Background: an optimization exercise with open tools, aiming at small area and a short achievable clock period. Do not read the settings as production practice.
The RTL was checked by simulation tests, not by an equivalence proof against the original design.

## flow/design.v (module list and top-level ports; edited modules follow where they fit)
// module tv80s: 120 lines
// module tv80_core: 1158 lines
// module tv80_mcode: 2185 lines
// module tv80_alu: 356 lines
// module tv80_reg: 41 lines
module tv80s ( 
  m1_n, mreq_n, iorq_n, rd_n, wr_n, rfsh_n, halt_n, busak_n, A, dout, 
  reset_n, clk, wait_n, int_n, nmi_n, busrq_n, di
  );
  // ...
==> flow/run.sh <==
#!/bin/bash
# synth_recipe.tcl (not shown) runs the flow's synth.tcl, then flattens the netlist and writes it again
# the make line also repeats each setting of config.mk as NAME=value (left out here)
make -C /OpenROAD-flow-scripts/flow DESIGN_CONFIG=/design/flow/config.mk WORK_HOME=/design/flow/orfs CLKGATE_MAP_FILE= SYNTH_SCRIPT=/design/flow/synth_recipe.tcl finish
==> flow/config.mk <==
export PLATFORM = sky130hd
export DESIGN_NAME = tv80s
export DESIGN_NICKNAME = tv80s
export VERILOG_FILES = /design/flow/design.v
export SDC_FILE = /design/flow/constraint.sdc
export NUM_CORES = 4
export LEC_CHECK = 0
export CAP_MARGIN = 20
export CORE_MARGIN = 2
export CORE_UTILIZATION = 40
export SLEW_MARGIN = 20
==> flow/constraint.sdc <==
create_clock -name core_clock -period 10.5 [get_ports {clk}]
set_input_delay 2.1000 -clock core_clock [delete_from_list [all_inputs] [get_ports {clk}]]
set_output_delay 2.1000 -clock core_clock [all_outputs]
set_load 0.01 [all_outputs]
==> metrics.md, run 1 <==
| Metric | Value |
|---|---|
| Relative slew margins | `21.8%` |
| Leading post-synthesis cells by cell area | `edfxtp_1 (15%), dfrtp_1 (9.5%), nand2_1 (6.2%)` |
| Die height | `about 300 µm` |
| Htree depth | `2` |
| Area of the core | `approximately 87,000 µm²` |
| Slowest CP cell | `ha_1` |
| First-pass GRT wire length | `288 mm` |
| Measured slew at the worst slew-check pin | `between 1 and 1.5 ns` |
| Most common cell after layout, fill and taps aside | `nand2_1` |
| Hold_buf cts | `0` |
| Wire length per cell | `roughly 36 µm` |
| Post-route ant nets | `0` |
| Drt pass-1 iters | `10` |
| Via density per instance | `around 7.2` |
| Synth-to-Final Area Change | `9.95%` |
| Diodes inserted | `6` |
| Status | `finished clean` |
| Dpl ws | `between 1 and 1.5 ns` |
| Max incr delay on CP | `0.89 ns` |
| RePlAce Congestion | `roughly 1.1` |
| CTS tree | `yes` |
| Fraction of area in multi-input gates | `between 60% and 70%` |
| Setup Skew | `about 0.038 ns` |
| Max-area cell class | `multi-input gates` |
| Commonest cells after routing, fill and taps aside | `nand2_1 (579), nor2_1 (408), o21ai_0 (378)` |
| Post-synth cell types | `around 130` |
| Peak Freq | `slightly above 0.1 GHz` |
| Routing usage on met3 | `14.9%` |
| Number of non-clock inverters | `about 140` |
| N_taps | `about 1,200` |
| Root Buffer | `clkbuf_16` |
| Final setup viols | `0` |
| Crit path time final | `9.70 ns` |
| Met1 Use GR | `between 50 and 60%` |
| Fin Hold WS | `0.478 ns` |
| Sequential share of the synthesized area | `28.1%` |
| CP max FO | `18` |
==> run 2: changes to the inputs <==
--- a/flow/design.v
+++ b/flow/design.v
@@ -278,84 +278,421 @@
   wire           SetEI;
   wire [1:0]     IMode;
   wire           Halt;
   reg [15:0]     PC16;
   reg [15:0]     PC16_B;
   reg [15:0]     SP16, SP16_A, SP16_B;
   reg [15:0]     ID16_B;
   reg            Oldnmi_n;
+  wire [2:0] MCycles_nA;
+  wire [2:0] MCycles_nB;
+  reg  [2:0] MCycles_qA;
+  reg  [2:0] MCycles_qB;
+  wire [2:0] TStates_nA;
+  wire [2:0] TStates_nB;
+  reg  [2:0] TStates_qA;
+  reg  [2:0] TStates_qB;
+  wire [1:0] Prefix_nA;
+  reg  [1:0] Prefix_qA;
+  wire Inc_PC_nA;
+  reg  Inc_PC_qA;
+  wire Inc_WZ_nA;
+  reg  Inc_WZ_qA;
+  wire [3:0] IncDec_16_nA;
+  wire [3:0] IncDec_16_nB;
+  reg  [3:0] IncDec_16_qA;
+  reg  [3:0] IncDec_16_qB;
+  wire Read_To_Acc_nA;
+  reg  Read_To_Acc_qA;
+  wire Read_To_Reg_nA;
+  reg  Read_To_Reg_qA;
+  wire [3:0] Set_BusB_To_nA;
+  wire [3:0] Set_BusB_To_nB;
+  reg  [3:0] Set_BusB_To_qA;
+  reg  [3:0] Set_BusB_To_qB;
+  wire [3:0] Set_BusA_To_nA;
+  reg  [3:0] Set_BusA_To_qA;
+  wire [3:0] ALU_Op_nA;
+  reg  [3:0] ALU_Op_qA;
+  wire Save_ALU_nA;
+  reg  Save_ALU_qA;
+  wire PreserveC_nA;
+  reg  PreserveC_qA;
+  wire Arith16_nA;
+  reg  Arith16_qA;
+  wire [2:0] Set_Addr_To_nA;
+  wire [2:0] Set_Addr_To_nB;
+  reg  [2:0] Set_Addr_To_qA;
+  reg  [2:0] Set_Addr_To_qB;
+  wire IORQ_nA;
+  reg  IORQ_qA;
+  wire Jump_nA;
+  wire Jump_nB;
+  reg  Jump_qA;
+  reg  Jump_qB;
+  wire JumpE_nA;
+  reg  JumpE_qA;
+  wire JumpXY_nA;
+  reg  JumpXY_qA;
+  wire Call_nA;
+  reg  Call_qA;
+  wire RstP_nA;
+  reg  RstP_qA;
+  wire LDZ_nA;
+  reg  LDZ_qA;
+  wire LDW_nA;
+  reg  LDW_qA;
+  wire LDSPHL_nA;
+  reg  LDSPHL_qA;
+  wire [2:0] Special_LD_nA;
+  reg  [2:0] Special_LD_qA;
+  wire ExchangeDH_nA;
+  reg  ExchangeDH_qA;
+  wire ExchangeRp_nA;
+  reg  ExchangeRp_qA;
+  wire ExchangeAF_nA;
+  reg  ExchangeAF_qA;
+  wire ExchangeRS_nA;
+  reg  ExchangeRS_qA;
+  wire I_DJNZ_nA;
+  reg  I_DJNZ_qA;
+  wire I_CPL_nA;
+  reg  I_CPL_qA;
+  wire I_CCF_nA;
+  reg  I_CCF_qA;
+  wire I_SCF_nA;
+  reg  I_SCF_qA;
+  wire I_RETN_nA;
+  reg  I_RETN_qA;
+  wire I_BT_nA;
+  reg  I_BT_qA;
+  wire I_BC_nA;
+  reg  I_BC_qA;
+  wire I_BTR_nA;
+  reg  I_BTR_qA;
+  wire I_RLD_nA;
+  reg  I_RLD_qA;
+  wire I_RRD_nA;
+  reg  I_RRD_qA;
+  wire I_INRC_nA;
+  reg  I_INRC_qA;
+  wire SetDI_nA;
+  reg  SetDI_qA;
+  wire SetEI_nA;
+  reg  SetEI_qA;
+  wire [1:0] IMode_nA;
+  reg  [1:0] IMode_qA;
+  wire Halt_nA;
+  reg  Halt_qA;
+  wire NoRead_nA;
+  reg  NoRead_qA;
+  wire Write_nA;
+  reg  Write_qA;
   tv80_mcode #(Mode, Flag_C, Flag_N, Flag_P, Flag_X, Flag_H, Flag_Y, Flag_Z, Flag_S) i_mcode
     (
-     .IR                   (IR),
-     .ISet                 (ISet),
-     .MCycle               (mcycle),
-     .F                    (F),
-     .NMICycle             (NMICycle),
-     .IntCycle             (IntCycle),
-     .MCycles              (mcycles_d),
-     .TStates              (tstates),
-     .Prefix               (Prefix),
-     .Inc_PC               (Inc_PC),
-     .Inc_WZ               (Inc_WZ),
-     .IncDec_16            (IncDec_16),
-     .Read_To_Acc          (Read_To_Acc),
-     .Read_To_Reg          (Read_To_Reg),
-     .Set_BusB_To          (Set_BusB_To),
-     .Set_BusA_To          (Set_BusA_To),
-     .ALU_Op               (ALU_Op),
-     .Save_ALU             (Save_ALU),
-     .PreserveC            (PreserveC),
-     .Arith16              (Arith16),
-     .Set_Addr_To          (Set_Addr_To),
-     .IORQ                 (iorq_i),
-     .Jump                 (Jump),
-     .JumpE                (JumpE),
-     .JumpXY               (JumpXY),
-     .Call                 (Call),
-     .RstP                 (RstP),
-     .LDZ                  (LDZ),
-     .LDW                  (LDW),
-     .LDSPHL               (LDSPHL),
-     .Special_LD           (Special_LD),
-     .ExchangeDH           (ExchangeDH),
-     .ExchangeRp           (ExchangeRp),
-     .ExchangeAF           (ExchangeAF),
-     .ExchangeRS           (ExchangeRS),
-     .I_DJNZ               (I_DJNZ),
-     .I_CPL                (I_CPL),
-     .I_CCF                (I_CCF),
-     .I_SCF                (I_SCF),
-     .I_RETN               (I_RETN),
-     .I_BT                 (I_BT),
-     .I_BC                 (I_BC),
-     .I_BTR                (I_BTR),
-     .I_RLD                (I_RLD),
-     .I_RRD                (I_RRD),
-     .I_INRC               (I_INRC),
-     .SetDI                (SetDI),
-     .SetEI                (SetEI),
-     .IMode                (IMode),
-     .Halt                 (Halt),
-     .NoRead               (no_read),
-     .Write                (write)
+     .IR                   (IR_d),
+     .ISet                 (ISet_d),
+     .MCycle               (mcycle_d),
+     .CC                   (1'b0),
+     .CC2                  (1'b0),
+     .NMICycle             (NMICycle_d),
+     .IntCycle             (IntCycle_d),
+     .MCycles              (MCycles_nA),
+     .TStates              (TStates_nA),
+     .Prefix               (Prefix_nA),
+     .Inc_PC               (Inc_PC_nA),
+     .Inc_WZ               (Inc_WZ_nA),
+     .IncDec_16            (IncDec_16_nA),
+     .Read_To_Acc          (Read_To_Acc_nA),
+     .Read_To_Reg          (Read_To_Reg_nA),
+     .Set_BusB_To          (Set_BusB_To_nA),
+     .Set_BusA_To          (Set_BusA_To_nA),
+     .ALU_Op               (ALU_Op_nA),
+     .Save_ALU             (Save_ALU_nA),
+     .PreserveC            (PreserveC_nA),
+     .Arith16              (Arith16_nA),
+     .Set_Addr_To          (Set_Addr_To_nA),
+     .IORQ                 (IORQ_nA),
+     .Jump                 (Jump_nA),
+     .JumpE                (JumpE_nA),
+     .JumpXY               (JumpXY_nA),
+     .Call                 (Call_nA),
+     .RstP                 (RstP_nA),
+     .LDZ                  (LDZ_nA),
+     .LDW                  (LDW_nA),
+     .LDSPHL               (LDSPHL_nA),
+     .Special_LD           (Special_LD_nA),
+     .ExchangeDH           (ExchangeDH_nA),
+     .ExchangeRp           (ExchangeRp_nA),
+     .ExchangeAF           (ExchangeAF_nA),
+     .ExchangeRS           (ExchangeRS_nA),
+     .I_DJNZ               (I_DJNZ_nA),
+     .I_CPL                (I_CPL_nA),
+     .I_CCF                (I_CCF_nA),
+     .I_SCF                (I_SCF_nA),
+     .I_RETN               (I_RETN_nA),
+     .I_BT                 (I_BT_nA),
+     .I_BC                 (I_BC_nA),
+     .I_BTR                (I_BTR_nA),
+     .I_RLD                (I_RLD_nA),
+     .I_RRD                (I_RRD_nA),
+     .I_INRC               (I_INRC_nA),
+     .SetDI                (SetDI_nA),
+     .SetEI                (SetEI_nA),
+     .IMode                (IMode_nA),
+     .Halt                 (Halt_nA),
+     .NoRead               (NoRead_nA),
+     .Write                (Write_nA)
+     );
+  tv80_mcode #(Mode, Flag_C, Flag_N, Flag_P, Flag_X, Flag_H, Flag_Y, Flag_Z, Flag_S) i_mcode_cc
+    (
+     .IR                   (IR_d),
+     .ISet                 (ISet_d),
+     .MCycle               (mcycle_d),
+     .CC                   (1'b1),
+     .CC2                  (1'b1),
+     .NMICycle             (NMICycle_d),
+     .IntCycle             (IntCycle_d),
+     .MCycles              (MCycles_nB),
+     .TStates              (TStates_nB),
+     .Prefix               (),
+     .Inc_PC               (),
+     .Inc_WZ               (),
+     .IncDec_16            (IncDec_16_nB),
+     .Read_To_Acc          (),
+     .Read_To_Reg          (),
+     .Set_BusB_To          (Set_BusB_To_nB),
+     .Set_BusA_To          (),
+     .ALU_Op               (),
+     .Save_ALU             (),
+     .PreserveC            (),
+     .Arith16              (),
+     .Set_Addr_To          (Set_Addr_To_nB),
+     .IORQ                 (),
+     .Jump                 (Jump_nB),
+     .JumpE                (),
+     .JumpXY               (),
+     .Call                 (),
+     .RstP                 (),
+     .LDZ                  (),
+     .LDW                  (),
+     .LDSPHL               (),
+     .Special_LD           (),
+     .ExchangeDH           (),
+     .ExchangeRp           (),
+     .ExchangeAF           (),
+     .ExchangeRS           (),
+     .I_DJNZ               (),
+     .I_CPL                (),
+     .I_CCF                (),
+     .I_SCF                (),
+     .I_RETN               (),
+     .I_BT                 (),
+     .I_BC                 (),
+     .I_BTR                (),
+     .I_RLD                (),
+     .I_RRD                (),
+     .I_INRC               (),
+     .SetDI                (),
+     .SetEI                (),
+     .IMode                (),
+     .Halt                 (),
+     .NoRead               (),
+     .Write                ()
      );
+  always @(posedge clk or negedge reset_n)
+    begin
+      if (reset_n == 1'b0)
+        begin
+          MCycles_qA <= #1 3'd1;
+          MCycles_qB <= #1 3'd1;
+          TStates_qA <= #1 3'd4;
+          TStates_qB <= #1 3'd4;
+          Prefix_qA <= #1 2'd0;
+          Inc_PC_qA <= #1 1'd0;
+          Inc_WZ_qA <= #1 1'd0;
+          IncDec_16_qA <= #1 4'd0;
+          IncDec_16_qB <= #1 4'd0;
+          Read_To_Acc_qA <= #1 1'd0;
+          Read_To_Reg_qA <= #1 1'd0;
+          Set_BusB_To_qA <= #1 4'd0;
+          Set_BusB_To_qB <= #1 4'd0;
+          Set_BusA_To_qA <= #1 4'd0;
+          ALU_Op_qA <= #1 4'd0;
+          Save_ALU_qA <= #1 1'd0;
+          PreserveC_qA <= #1 1'd0;
+          Arith16_qA <= #1 1'd0;
+          Set_Addr_To_qA <= #1 3'd7;
+          Set_Addr_To_qB <= #1 3'd7;
+          IORQ_qA <= #1 1'd0;
+          Jump_qA <= #1 1'd0;
+          Jump_qB <= #1 1'd0;
+          JumpE_qA <= #1 1'd0;
+          JumpXY_qA <= #1 1'd0;
+          Call_qA <= #1 1'd0;
+          RstP_qA <= #1 1'd0;
+          LDZ_qA <= #1 1'd0;
+          LDW_qA <= #1 1'd0;
+          LDSPHL_qA <= #1 1'd0;
+          Special_LD_qA <= #1 3'd0;
+          ExchangeDH_qA <= #1 1'd0;
+          ExchangeRp_qA <= #1 1'd0;
+          ExchangeAF_qA <= #1 1'd0;
+          ExchangeRS_qA <= #1 1'd0;
+          I_DJNZ_qA <= #1 1'd0;
+          I_CPL_qA <= #1 1'd0;
+          I_CCF_qA <= #1 1'd0;
+          I_SCF_qA <= #1 1'd0;
+          I_RETN_qA <= #1 1'd0;
+          I_BT_qA <= #1 1'd0;
+          I_BC_qA <= #1 1'd0;
+          I_BTR_qA <= #1 1'd0;
+          I_RLD_qA <= #1 1'd0;
+          I_RRD_qA <= #1 1'd0;
+          I_INRC_qA <= #1 1'd0;
+          SetDI_qA <= #1 1'd0;
+          SetEI_qA <= #1 1'd0;
+          IMode_qA <= #1 2'd3;
+          Halt_qA <= #1 1'd0;
+          NoRead_qA <= #1 1'd0;
+          Write_qA <= #1 1'd0;
+        end
+      else
+        begin
+          MCycles_qA <= #1 MCycles_nA;
+          MCycles_qB <= #1 MCycles_nB;
+          TStates_qA <= #1 TStates_nA;
+          TStates_qB <= #1 TStates_nB;
+          Prefix_qA <= #1 Prefix_nA;
+          Inc_PC_qA <= #1 Inc_PC_nA;
+          Inc_WZ_qA <= #1 Inc_WZ_nA;
+          IncDec_16_qA <= #1 IncDec_16_nA;
+          IncDec_16_qB <= #1 IncDec_16_nB;
+          Read_To_Acc_qA <= #1 Read_To_Acc_nA;
+          Read_To_Reg_qA <= #1 Read_To_Reg_nA;
+          Set_BusB_To_qA <= #1 Set_BusB_To_nA;
+          Set_BusB_To_qB <= #1 Set_BusB_To_nB;
+          Set_BusA_To_qA <= #1 Set_BusA_To_nA;
+          ALU_Op_qA <= #1 ALU_Op_nA;
+          Save_ALU_qA <= #1 Save_ALU_nA;
+          PreserveC_qA <= #1 PreserveC_nA;
+          Arith16_qA <= #1 Arith16_nA;
+          Set_Addr_To_qA <= #1 Set_Addr_To_nA;
+          Set_Addr_To_qB <= #1 Set_Addr_To_nB;
+          IORQ_qA <= #1 IORQ_nA;
+          Jump_qA <= #1 Jump_nA;
+          Jump_qB <= #1 Jump_nB;
+          JumpE_qA <= #1 JumpE_nA;
+          JumpXY_qA <= #1 JumpXY_nA;
+          Call_qA <= #1 Call_nA;
+          RstP_qA <= #1 RstP_nA;
+          LDZ_qA <= #1 LDZ_nA;
+          LDW_qA <= #1 LDW_nA;
+          LDSPHL_qA <= #1 LDSPHL_nA;
+          Special_LD_qA <= #1 Special_LD_nA;
+          ExchangeDH_qA <= #1 ExchangeDH_nA;
+          ExchangeRp_qA <= #1 ExchangeRp_nA;
+          ExchangeAF_qA <= #1 ExchangeAF_nA;
+          ExchangeRS_qA <= #1 ExchangeRS_nA;
+          I_DJNZ_qA <= #1 I_DJNZ_nA;
+          I_CPL_qA <= #1 I_CPL_nA;
+          I_CCF_qA <= #1 I_CCF_nA;
+          I_SCF_qA <= #1 I_SCF_nA;
+          I_RETN_qA <= #1 I_RETN_nA;
+          I_BT_qA <= #1 I_BT_nA;
+          I_BC_qA <= #1 I_BC_nA;
+          I_BTR_qA <= #1 I_BTR_nA;
+          I_RLD_qA <= #1 I_RLD_nA;
+          I_RRD_qA <= #1 I_RRD_nA;
+          I_INRC_qA <= #1 I_INRC_nA;
+          SetDI_qA <= #1 SetDI_nA;
+          SetEI_qA <= #1 SetEI_nA;
+          IMode_qA <= #1 IMode_nA;
+          Halt_qA <= #1 Halt_nA;
+          NoRead_qA <= #1 NoRead_nA;
+          Write_qA <= #1 Write_nA;
+        end
+    end
+  wire cc_true = is_cc_true(F, { IR[7] & IR[5], IR[4:3] });
+  assign mcycles_d = cc_true ? MCycles_qB : MCycles_qA;
+  assign tstates = cc_true ? TStates_qB : TStates_qA;
+  assign Prefix = Prefix_qA;
+  assign Inc_PC = Inc_PC_qA;
+  assign Inc_WZ = Inc_WZ_qA;
+  assign IncDec_16 = cc_true ? IncDec_16_qB : IncDec_16_qA;
+  assign Read_To_Acc = Read_To_Acc_qA;
+  assign Read_To_Reg = Read_To_Reg_qA;
+  assign Set_BusB_To = cc_true ? Set_BusB_To_qB : Set_BusB_To_qA;
+  assign Set_BusA_To = Set_BusA_To_qA;
+  assign ALU_Op = ALU_Op_qA;
+  assign Save_ALU = Save_ALU_qA;
+  assign PreserveC = PreserveC_qA;
+  assign Arith16 = Arith16_qA;
+  assign Set_Addr_To = cc_true ? Set_Addr_To_qB : Set_Addr_To_qA;
+  assign iorq_i = IORQ_qA;
+  assign Jump = cc_true ? Jump_qB : Jump_qA;
+  assign JumpE = JumpE_qA;
+  assign JumpXY = JumpXY_qA;
+  assign Call = Call_qA;
+  assign RstP = RstP_qA;
+  assign LDZ = LDZ_qA;
+  assign LDW = LDW_qA;
+  assign LDSPHL = LDSPHL_qA;
+  assign Special_LD = Special_LD_qA;
+  assign ExchangeDH = ExchangeDH_qA;
+  assign ExchangeRp = ExchangeRp_qA;
+  assign ExchangeAF = ExchangeAF_qA;
+  assign ExchangeRS = ExchangeRS_qA;
+  assign I_DJNZ = I_DJNZ_qA;
+  assign I_CPL = I_CPL_qA;
+  assign I_CCF = I_CCF_qA;
+  assign I_SCF = I_SCF_qA;
+  assign I_RETN = I_RETN_qA;
+  assign I_BT = I_BT_qA;
+  assign I_BC = I_BC_qA;
+  assign I_BTR = I_BTR_qA;
+  assign I_RLD = I_RLD_qA;
+  assign I_RRD = I_RRD_qA;
+  assign I_INRC = I_INRC_qA;
+  assign SetDI = SetDI_qA;
+  assign SetEI = SetEI_qA;
+  assign IMode = IMode_qA;
+  assign Halt = Halt_qA;
+  assign no_read = NoRead_qA;
+  assign write = Write_qA;
   tv80_alu #(Mode, Flag_C, Flag_N, Flag_P, Flag_X, Flag_H, Flag_Y, Flag_Z, Flag_S) i_alu
     (
      .Arith16              (Arith16_r),
      .Z16                  (Z16_r),
      .ALU_Op               (ALU_Op_r),
      .IR                   (IR[5:0]),
      .ISet                 (ISet),
      .BusA                 (BusA),
      .BusB                 (BusB),
      .F_In                 (F),
      .Q                    (ALU_Q),
      .F_Out                (F_Out)
      );
+  function is_cc_true;
+    input [7:0] FF;
+    input [2:0] cc;
+    begin
+      case (cc)
+        3'b000  : is_cc_true = FF[6] == 1'b0;  
+        3'b001  : is_cc_true = FF[6] == 1'b1;  
+        3'b010  : is_cc_true = FF[0] == 1'b0;  
+        3'b011  : is_cc_true = FF[0] == 1'b1;  
+        3'b100  : is_cc_true = FF[2] == 1'b0;  
+        3'b101  : is_cc_true = FF[2] == 1'b1;  
+        3'b110  : is_cc_true = FF[7] == 1'b0;  
+        3'b111  : is_cc_true = FF[7] == 1'b1;  
+      endcase
+    end
+  endfunction  
   function [6:0] number_to_bitvec;
     input [2:0] num;
     begin
       case (num)
         1 : number_to_bitvec = 7'b0000001;
         2 : number_to_bitvec = 7'b0000010;
         3 : number_to_bitvec = 7'b0000100;
         4 : number_to_bitvec = 7'b0001000;
@@ -428,18 +765,16 @@
     end  
   always @ (posedge clk or negedge reset_n)
     begin
       if (reset_n == 1'b0 ) 
         begin
           PC <= #1 0;   
           A <= #1 0;
           TmpAddr <= #1 0;
-          IR <= #1 8'b00000000;
-          ISet <= #1 2'b00;
           XY_State <= #1 2'b00;
           IStatus <= #1 2'b00;
           mcycles <= #1 3'b000;
           dout <= #1 8'b00000000;
           ACC <= #1 8'hFF;
           F <= #1 8'hFF;
           Ap <= #1 8'hFF;
           Fp <= #1 8'hFF;
@@ -482,28 +817,21 @@
                   if (tstate[2] && wait_n == 1'b1 ) 
                     begin
                       if (Jump == 1'b0 && Call == 1'b0 && NMICycle == 1'b0 && IntCycle == 1'b0 && ~ (Halt_FF == 1'b1 || Halt == 1'b1) ) 
                         begin
                           PC <= #1 PC16;
                         end
                       if (IntCycle == 1'b1 && IStatus == 2'b01 ) 
                         begin
-                          IR <= #1 8'b11111111;
                         end 
                       else if (Halt_FF == 1'b1 || (IntCycle == 1'b1 && IStatus == 2'b10) || NMICycle == 1'b1 ) 
                         begin
-                          IR <= #1 8'b00000000;
 			  TmpAddr[7:0] <= #1 dinst;  
                         end 
-                      else 
-                        begin
-                          IR <= #1 dinst;
-                        end
-                      ISet <= #1 2'b00;
                       if (Prefix != 2'b00 ) 
                         begin
                           if (Prefix == 2'b11 ) 
                             begin
                               if (IR[5] == 1'b1 ) 
                                 begin
                                   XY_State <= #1 2'b10;
                                 end 
@@ -514,35 +842,30 @@
                             end 
                           else 
                             begin
                               if (Prefix == 2'b10 ) 
                                 begin
                                   XY_State <= #1 2'b00;
                                   XY_Ind <= #1 1'b0;
                                 end
-                              ISet <= #1 Prefix;
                             end
                         end 
                       else 
                         begin
                           XY_State <= #1 2'b00;
                           XY_Ind <= #1 1'b0;
                         end
                     end  
                 end 
               else 
                 begin
                   if (mcycle[5] ) 
                     begin
                       XY_Ind <= #1 1'b1;
-                      if (Prefix == 2'b01 ) 
-                        begin
-                          ISet <= #1 2'b01;
-                        end
                     end
                   if (T_Res == 1'b1 ) 
                     begin
                       BTR_r <= #1 (I_BT || I_BC || I_BTR) && ~ No_BTR;
                       if (Jump == 1'b1 ) 
                         begin
                           A[15:8] <= #1 DI_Reg;
                           A[7:0] <= #1 TmpAddr[7:0];
@@ -669,20 +992,16 @@
                           F[Flag_Y] <= #1 ACC[5];
                           F[Flag_H] <= #1 1'b0;
                           F[Flag_X] <= #1 ACC[3];
                           F[Flag_N] <= #1 1'b0;
                         end
                     end  
                   if (tstate[2] && wait_n == 1'b1 ) 
                     begin
-                      if (ISet == 2'b01 && mcycle[6] ) 
-                        begin
-                          IR <= #1 dinst;
-                        end
                       if (JumpE == 1'b1 ) 
                         begin
                           PC <= #1 PC16;
                         end 
                       else if (Inc_PC == 1'b1 ) 
                         begin
                           PC <= #1 PC16;
                         end
@@ -1087,23 +1406,20 @@
               Oldnmi_n <= #1 nmi_n;
             end
         end
     end
   always @ (posedge clk or negedge reset_n)
     begin
       if (reset_n == 1'b0 ) 
         begin
-          mcycle <= #1 7'b0000001;
           tstate <= #1 7'b0000001;
           Pre_XY_F_M <= #1 3'b000;
           Halt_FF <= #1 1'b0;
           BusAck <= #1 1'b0;
-          NMICycle <= #1 1'b0;
-          IntCycle <= #1 1'b0;
           IntE_FF1 <= #1 1'b0;
           IntE_FF2 <= #1 1'b0;
           No_BTR <= #1 1'b0;
           Auto_Wait_t1 <= #1 1'b0;
           Auto_Wait_t2 <= #1 1'b0;
           m1_n <= #1 1'b1;
         end 
       else
@@ -1170,50 +1486,42 @@
                         begin
                           BusAck <= #1 1'b1;
                         end 
                       else 
                         begin
                           tstate <= #1 7'b0000010;
                           if (NextIs_XY_Fetch == 1'b1 ) 
                             begin
-                              mcycle <= #1 7'b0100000;
                               Pre_XY_F_M <= #1 mcyc_to_number(mcycle);
                               if (IR == 8'b00110110 && Mode == 0 ) 
                                 begin
                                   Pre_XY_F_M <= #1 3'b010;
                                 end
                             end 
                           else if ((mcycle[6]) || (mcycle[5] && Mode == 1 && ISet != 2'b01) ) 
                             begin
-                              mcycle <= #1 number_to_bitvec(Pre_XY_F_M + 1);
                             end 
                           else if ((last_mcycle) ||
                                    No_BTR == 1'b1 ||
                                    (mcycle[1] && I_DJNZ == 1'b1 && IncDecZ == 1'b1) ) 
                             begin
                               m1_n <= #1 1'b0;
-                              mcycle <= #1 7'b0000001;
-                              IntCycle <= #1 1'b0;
-                              NMICycle <= #1 1'b0;
                               if (NMI_s == 1'b1 && Prefix == 2'b00 ) 
                                 begin
-                                  NMICycle <= #1 1'b1;
                                   IntE_FF1 <= #1 1'b0;
                                 end 
                               else if ((IntE_FF1 == 1'b1 && INT_s == 1'b1) && Prefix == 2'b00 && SetEI == 1'b0 ) 
                                 begin
-                                  IntCycle <= #1 1'b1;
                                   IntE_FF1 <= #1 1'b0;
                                   IntE_FF2 <= #1 1'b0;
                                 end
                             end 
                           else 
                             begin
-                              mcycle <= #1 { mcycle[5:0], mcycle[6] };
                             end
                         end
                     end 
                   else 
                     begin    
                       if ( ~(Auto_Wait == 1'b1 && Auto_Wait_t2 == 1'b0) &&
                            ~(IOWait == 1 && iorq_i == 1'b1 && Auto_Wait_t1 == 1'b0) ) 
                         begin
@@ -1223,16 +1531,95 @@
                 end
               if (tstate[0]) 
                 begin
                   m1_n <= #1 1'b0;
                 end
             end
         end
     end
+  reg [7:0]     IR_d;
+  reg [1:0]     ISet_d;
+  reg [6:0]     mcycle_d;
+  reg           NMICycle_d;
+  reg           IntCycle_d;
+  always @(*)
+    begin
+      IR_d = IR;
+      ISet_d = ISet;
+      if (ClkEn == 1'b1)
+        begin
+          if (mcycle[0] && (tstate[1] | tstate[2] | tstate[3]))
+            begin
+              if (tstate[2] && wait_n == 1'b1)
+                begin
+                  if (IntCycle == 1'b1 && IStatus == 2'b01)
+                    IR_d = 8'b11111111;
+                  else if (Halt_FF == 1'b1 || (IntCycle == 1'b1 && IStatus == 2'b10) || NMICycle == 1'b1)
+                    IR_d = 8'b00000000;
+                  else
+                    IR_d = dinst;
+                  ISet_d = 2'b00;
+                  if (Prefix != 2'b00 && Prefix != 2'b11)
+                    ISet_d = Prefix;
+                end
+            end
+          else
+            begin
+              if (mcycle[5] && Prefix == 2'b01)
+                ISet_d = 2'b01;
+              if (tstate[2] && wait_n == 1'b1 && ISet == 2'b01 && mcycle[6])
+                IR_d = dinst;
+            end
+        end
+      mcycle_d = mcycle;
+      NMICycle_d = NMICycle;
+      IntCycle_d = IntCycle;
+      if (cen == 1'b1 && !(BusReq_s == 1'b1 && BusAck == 1'b1) &&
+          !(tstate[2] && wait_n == 1'b0) && T_Res == 1'b1 && BusReq_s == 1'b0)
+        begin
+          if (NextIs_XY_Fetch == 1'b1)
+            mcycle_d = 7'b0100000;
+          else if ((mcycle[6]) || (mcycle[5] && Mode == 1 && ISet != 2'b01))
+            mcycle_d = number_to_bitvec(Pre_XY_F_M + 1);
+          else if ((last_mcycle) ||
+                   No_BTR == 1'b1 ||
+                   (mcycle[1] && I_DJNZ == 1'b1 && IncDecZ == 1'b1))
+            begin
+              mcycle_d = 7'b0000001;
+              IntCycle_d = 1'b0;
+              NMICycle_d = 1'b0;
+              if (NMI_s == 1'b1 && Prefix == 2'b00)
+                NMICycle_d = 1'b1;
+              else if ((IntE_FF1 == 1'b1 && INT_s == 1'b1) && Prefix == 2'b00 && SetEI == 1'b0)
+                IntCycle_d = 1'b1;
+            end
+          else
+            mcycle_d = { mcycle[5:0], mcycle[6] };
+        end
+    end
+  always @(posedge clk or negedge reset_n)
+    begin
+      if (reset_n == 1'b0)
+        begin
+          IR <= #1 8'b00000000;
+          ISet <= #1 2'b00;
+          mcycle <= #1 7'b0000001;
+          NMICycle <= #1 1'b0;
+          IntCycle <= #1 1'b0;
+        end
+      else
+        begin
+          IR <= #1 IR_d;
+          ISet <= #1 ISet_d;
+          mcycle <= #1 mcycle_d;
+          NMICycle <= #1 NMICycle_d;
+          IntCycle <= #1 IntCycle_d;
+        end
+    end
   always @( BTR_r or DI_Reg or IncDec_16 or JumpE or PC
 	   or RegBusA or RegBusC or SP or tstate)
     begin
       if (JumpE == 1'b1 ) 
         begin
           PC16_B = { {8{DI_Reg[7]}}, DI_Reg };
         end 
       else if (BTR_r == 1'b1 ) 
@@ -1279,31 +1666,32 @@
 module tv80_mcode 
   ( 
   MCycles, TStates, Prefix, Inc_PC, Inc_WZ, IncDec_16, Read_To_Reg, 
   Read_To_Acc, Set_BusA_To, Set_BusB_To, ALU_Op, Save_ALU, PreserveC, 
   Arith16, Set_Addr_To, IORQ, Jump, JumpE, JumpXY, Call, RstP, LDZ, 
   LDW, LDSPHL, Special_LD, ExchangeDH, ExchangeRp, ExchangeAF, 
   ExchangeRS, I_DJNZ, I_CPL, I_CCF, I_SCF, I_RETN, I_BT, I_BC, I_BTR, 
   I_RLD, I_RRD, I_INRC, SetDI, SetEI, IMode, Halt, NoRead, Write, 
-  IR, ISet, MCycle, F, NMICycle, IntCycle
+  IR, ISet, MCycle, CC, CC2, NMICycle, IntCycle
   );
   parameter             Mode   = 0;
   parameter             Flag_C = 0;
   parameter             Flag_N = 1;
   parameter             Flag_P = 2;
   parameter             Flag_X = 3;
   parameter             Flag_H = 4;
   parameter             Flag_Y = 5;
   parameter             Flag_Z = 6;
   parameter             Flag_S = 7;
   input [7:0]           IR;
   input [1:0]           ISet                    ;
   input [6:0]           MCycle                  ;
-  input [7:0]           F                       ;
+  input                 CC                      ;  
+  input                 CC2                     ;  
   input                 NMICycle                ;
   input                 IntCycle                ;
   output [2:0]          MCycles                 ;
   output [2:0]          TStates                 ;
   output [1:0]          Prefix                  ;  
   output                Inc_PC                  ;
   output                Inc_WZ                  ;
   output [3:0]          IncDec_16               ;  
@@ -1430,17 +1818,17 @@
             3'b111  : is_cc_true = FF[7] == 1'b1;  
           endcase
         end
     end
   endfunction  
   reg [2:0] DDD;
   reg [2:0] SSS;
   reg [1:0] DPAIR;
-  always @ ( F or IR or ISet or IntCycle or MCycle
+  always @ ( CC or CC2 or IR or ISet or IntCycle or MCycle
             or NMICycle)
     begin
       DDD = IR[5:3];
       SSS = IR[2:0];
       DPAIR = IR[5:4];
       MCycles = 3'b001;
       if (MCycle[0] ) 
         begin
@@ -2349,17 +2737,17 @@
                         MCycle[1] :
                           begin
                             Inc_PC = 1'b1;
                             LDZ = 1'b1;
                           end
                         MCycle[2] :
                           begin
                             Inc_PC = 1'b1;
-                            if (is_cc_true(F, IR[5:3]) ) 
+                            if (CC ) 
                               begin
                                 Jump = 1'b1;
                               end
                           end
                         default :;
                       endcase
                     end  
                 end  
@@ -2385,22 +2773,17 @@
                 begin
                   if (Mode != 2 ) 
                     begin
                       MCycles = 3'd3;
                       case (1'b1)  
                         MCycle[1] :
                           begin
                             Inc_PC = 1'b1;
-                            case (IR[4:3])
-                              0 : MCycles = (F[Flag_Z]) ? 3'd2 : 3'd3;
-                              1 : MCycles = (!F[Flag_Z]) ? 3'd2 : 3'd3;
-                              2 : MCycles = (F[Flag_C]) ? 3'd2 : 3'd3;
-                              3 : MCycles = (!F[Flag_C]) ? 3'd2 : 3'd3;
-                            endcase
+                            MCycles = CC2 ? 3'd3 : 3'd2;
                           end
                         MCycle[2] :
                           begin
                             NoRead = 1'b1;
                             JumpE = 1'b1;
                             TStates = 3'd5;
                           end
                         default :;
@@ -2487,17 +2870,17 @@
                           begin
                             Inc_PC = 1'b1;
                             LDZ = 1'b1;
                           end
                         MCycle[2] :
                           begin
                             Inc_PC = 1'b1;
                             LDW = 1'b1;
-                            if (is_cc_true(F, IR[5:3]) ) 
+                            if (CC ) 
                               begin
                                 IncDec_16 = 4'b1111;
                                 Set_Addr_To = aSP;
                                 TStates = 3'b100;
                                 Set_BusB_To = 4'b1101;
                               end 
                             else 
                               begin
@@ -2635,17 +3018,17 @@
                       endcase  
                     end 
                   else 
                     begin
                       MCycles = 3'b011;
                       case (1'b1)  
                         MCycle[0] :
                           begin
-                            if (is_cc_true(F, IR[5:3]) )                              
+                            if (CC )                              
                               begin
                                 Set_Addr_To = aSP;
                               end 
                             else 
                               begin
                                 MCycles = 3'b001;
                               end
                             TStates = 3'b101;
==> run 2 against run 1 <==
Effect of this change:
- still clean on timing, DRC and antenna
- sequential share of layout area up 4.4 points
- utilization rose by 0.12 points
- critical path depth decreased by 1
- first-iteration DRC count decreased by 13%
- area after synthesis grew 3.8%
- worst setup slack better by 1.3 ns
- clock skew increased by 0.014 ns
- die area is 3.7% higher
- critical endpoint is now i_tv80_core.i_reg.RegsH[7][4]
- highest routed layer unchanged
==> metrics.md, run 2 <==
| Metric | Value |
|---|---|
| Leading post-synthesis cells by cell area | `dfrtp_1 (14%), edfxtp_1 (14%), nand2_1 (5.5%)` |
| Mux share of post-synthesis cell area | `under 10%` |
| Initial Utilization | `a little over 40%` |
| Vias in the first global route | `36,500` |
| Reg2reg end | `i_tv80_core.i_reg.RegsH[7][4]` |
| Slew Limit Fails | `0` |
| Top-area cell type share of the netlist area | `between 10% and 20%` |
| Nets | `about 4,500` |
| Placed Area | `roughly 38,000 µm²` |
| Final hold vios | `0` |
| Detailed-route via count | `39,400` |
| # port buffers | `44` |
| CTS tree | `yes` |
| Mean Syn Cell Area | `8.22 µm²` |
| # clock sinks | `between 400 and 500` |
| Residual DRC | `0` |
| Most common cell in the netlist | `nand2_1` |
| Total grt overflow | `0` |
| Worst R2R Start | `i_tv80_core.IR[4]` |
| Synthesized flop and latch total | `approximately 440` |
| Relative slew margins | `17.7% (-4.1 points)` |
| Boundary Pins | `46` |
| Via density per instance | `7.08 (-1.6%)` |
| GRT Util Overall | `39.0%` |
| Initial drt markers | `slightly above 6,000` |
| Final setup viols | `0 (unchanged)` |
| Hold wc startpoint | `i_tv80_core.ALU_Op_qA[3]` |
| Synth Warn # | `5` |
| Status | `finished clean` |
| Max incr delay on CP | `0.72 ns (-0.17 ns)` |
| Setup TNS | `0 ns` |
| First-pass GRT wire length | `268 mm (-6.8%)` |
| Slowest CP cell | `o21ai_0` |
| Dpl ws | `2.12 ns (+0.878 ns)` |
| Total CTS buffers | `53` |
| CP startpoint kind | `flip-flop` |
| Most common cell after layout, fill and taps aside | `nand2_1` |
| Top Registers | `i_tv80_core.i_reg.RegsH (64), i_tv80_core.i_reg.RegsL (64)` |
| Fraction of the mapped netlist area in adder cells | `3.77%` |
| Fillcell total | `8,993` |
| Die height | `306 µm (+1.8%)` |
| Commonest cells in the netlist | `nand2_1 (535), nor2_1 (437), o21ai_0 (377)` |
| Commonest cells after routing, fill and taps aside | `nand2_1 (534), nor2_1 (432), o21ai_0 (377)` |
| Syn Nets | `4,557` |
| FF-to-FF setup slack | `2.12 ns` |
| RePlAce Congestion | `1.11 (+0.39%)` |
| Tcrit/Tclk final | `between 70% and 80%` |
| Setup WS post-layout | `between 2 and 2.5 ns` |
| Main combinational cell family by area after synthesis | `compound AO/OA/AOI/OAI gates` |
| Setup Buffers After CTS | `0` |
| Crit path from | `i_tv80_core.IR[4]` |
| Worst EP required | `between 10 and 15 ns` |
| Final wirelength | `about 190 mm` |
| Setup Skew | `0.0521 ns (+0.0139 ns)` |
| Crit path time final | `8.38 ns (-1.32 ns)` |
| Sequential share of the synthesized area | `33.0% (+4.9 points)` |
| Num rows | `110` |
| CP delay by family, top | `compound AO/OA/AOI/OAI gates` |
| Synthesized area | `36,500 µm²` |
| HPWL Detailed | `about 140 mm` |
| Worst reg-to-reg path cell count | `26` |
| Post-synth cell types | `105 (-18%)` |
| Largest net degree at the start of global routing | `141` |
| Async SR Flop Fraction | `around three fifths` |
| Post-synthesis compound-gate area fraction | `28.8%` |
| Worst-path clk slew | `0.06 ns` |
| Number of enable flip-flop cells after synthesis | `170` |
| XOR/XNOR Fraction of Synth Area | `2.15%` |
| Clock Latency Late Sink | `between 0.6 and 0.7 ns` |
| RSZ-0062 raised after global routing | `no` |
| Arr. time, crit path | `~8.7 ns` |
| Max-Cap Viols | `0` |
| Resized cells post-CTS | `0` |
| Hold WC Path Type | `reg2reg` |
| Die X | `~300 µm` |
| Clk buf depth | `3` |
| Peak Freq | `0.119 GHz (+16%)` |
| Layout cell share with drive strength beyond 1 | `a little under an eighth` |
| CP Capture Type | `flip-flop` |
| Root Buffer | `clkbuf_16` |
| Design Area, Final | `a little over 40,000 µm²` |
| Worst hold path depth | `2` |
| WS Path Type | `reg2reg` |
| Sum of buffers and inverters on the critical path | `3` |
| Simple logic cell fraction of the synthesized area | `between 10% and 20%` |
| Area of the core | `90,100 µm² (+3.8%)` |
| Drt pass-1 iters | `9 (-1)` |
| Hold_buf cts | `0 (unchanged)` |
| CP max FO | `22 (+4)` |
| Die area | `between 90,000 and 100,000 µm²` |
| Hold endpoint | `i_tv80_core.ALU_Op_r[3]` |
| Post-route ant nets | `0 (unchanged)` |
| Commonest register cell after synthesis | `dfrtp_1` |
| Measured slew at the worst slew-check pin | `1.23 ns (+0.0627 ns)` |
| Largest area contributor in the netlist | `dfrtp_1` |
| Antenna violations before repair | `6` |
| Synthesized instance count | `approximately 4,400` |
| Wire length per cell | `33.7 µm (-7.6%)` |
| Synth-to-Final Area Change | `10.2%` |
| Htree depth | `2 (unchanged)` |
## run 2: changes by cell type after synthesis, sizes merged, moves of 29 or more
cell / change
dfrtp: +74
nand2: -45
nand3: -39
mux2i: +30
nor3: +30
a221oi: +29
## run 2: area by class of cell
class,instances,area [µm²],share of cell area (%)
inverter,106,398,0.989
clock buffer,61,1430,3.55
multi-input combinational,3546,22800,56.8
timing repair buffer,197,1620,4.02
sequential,444,12100,30.0
tap,1176,1470,3.66
clock inverter,39,419,1.04
antenna,4,10.0,0.0249
## run 2: layer usage
layer | wire length [µm] | vias to the layer above | GRT usage (%)
li1 | - | 16600 | -
met1 | 74100 | 19100 | 52.7
met2 | 76500 | 3003 | 55.7
met3 | 22400 | 732 | 9.36
met4 | 14700 | 8 | 24.6
met5 | 86 | - | 0
## run 2: per-stage QoR
| step | cells | utilization (%) | hold WS, ns |
|---|---|---|---|
| final | 5573 | 44.6 | 0.453 |
| after global routing | 5569 | 44.6 | 0.496 |
| after global placement | 5468 | 42.5 | 0.435 |
| after CTS | 5568 | 44.6 | 0.452 |
| after floorplan | 4438 | - | 0.422 |
| after detailed placement | 5468 | 42.5 | 0.434 |
## run 2: cell families after synthesis
| logic type | Yosys count |
|---|---|
| AO/OA/AOI/OAI | 1595 |
| buffers and inverters | 448 |
| adder cells (fa/ha/maj) | 105 |
| multiplexers | 267 |
| flip-flops | 444 |
| AND/OR/NAND/NOR | 1490 |
| XOR/XNOR | 88 |
| other | 1 |
## run 2: worst max-delay path by stage
| stage | to | slack, ns | cells past startpoint |
|---|---|---|---|
| finish | i_tv80_core.i_reg.RegsH[7][4] | 2.12 | 26 |
| global route | i_tv80_core.i_reg.RegsH[1][4] | 1.53 | 27 |
| CTS | i_tv80_core.i_reg.RegsH[1][4] | 2.35 | 26 |
| detailed placement | i_tv80_core.Set_Addr_To_qB[0] | 2.12 | 16 |
| global placement | i_tv80_core.Set_Addr_To_qB[0] | 2.19 | 16 |
| floorplan | i_tv80_core.F[2] | 4.41 | 25 |
## run 2: worst reg2reg max path, cell delays in order (launching register included)
cell and delay [ns]:
dfrtp_1 0.32, buf_4 0.31, mux2i_1 0.43, mux2i_2 0.57, nand3_1 0.25, a211oi_1 0.44, or3b_1 0.19, and2_1 0.54
buf_4 0.43, nand2_1 0.10, a311oi_1 0.29, a2bb2oi_1 0.63, inv_1 0.15, fa_1 0.49, nor2b_1 0.12, o21ai_0 0.10
a21boi_0 0.36, o211ai_1 0.14, a21boi_0 0.30, o21a_1 0.18, o21ai_0 0.13, a21oi_1 0.24, xor2_1 0.27, nand2_1 0.08
a21oi_1 0.20, a21oi_1 0.08, o21ai_0 0.72

re-timing with driven ports:
In the flow no input, the clock included, has a driving cell. The finished layouts below were timed again as built, in two steps.
Step 1, drivers: a clkbuf_16 drives clk and a buf_2 each remaining input, both assumed.
Step 2 times the ports against the registers' clock, not the clock port: input delays grow and output delays shrink by t, the midpoint of the rising clock arrivals with the driver on.
a / b / c = no drivers / after step 1 / after step 2; a / b = the first two.
run	t (ns)	slack for setup (ns)	worst setup path at the end	slew at the worst register clock pin (ns)	cell pins on the clock port's net
run 1	0.718	0.802 / 0.802 / 0.802	register to register	0.07 / 0.07	1
run 2	0.732	2.120 / 2.120 / 1.777	input to register	0.07 / 0.07	1
After both steps setup and hold are still met in every run listed. The setup slack of run 2, which loses most, moves by 0.000 ns with the drivers and by -0.343 ns with both steps.
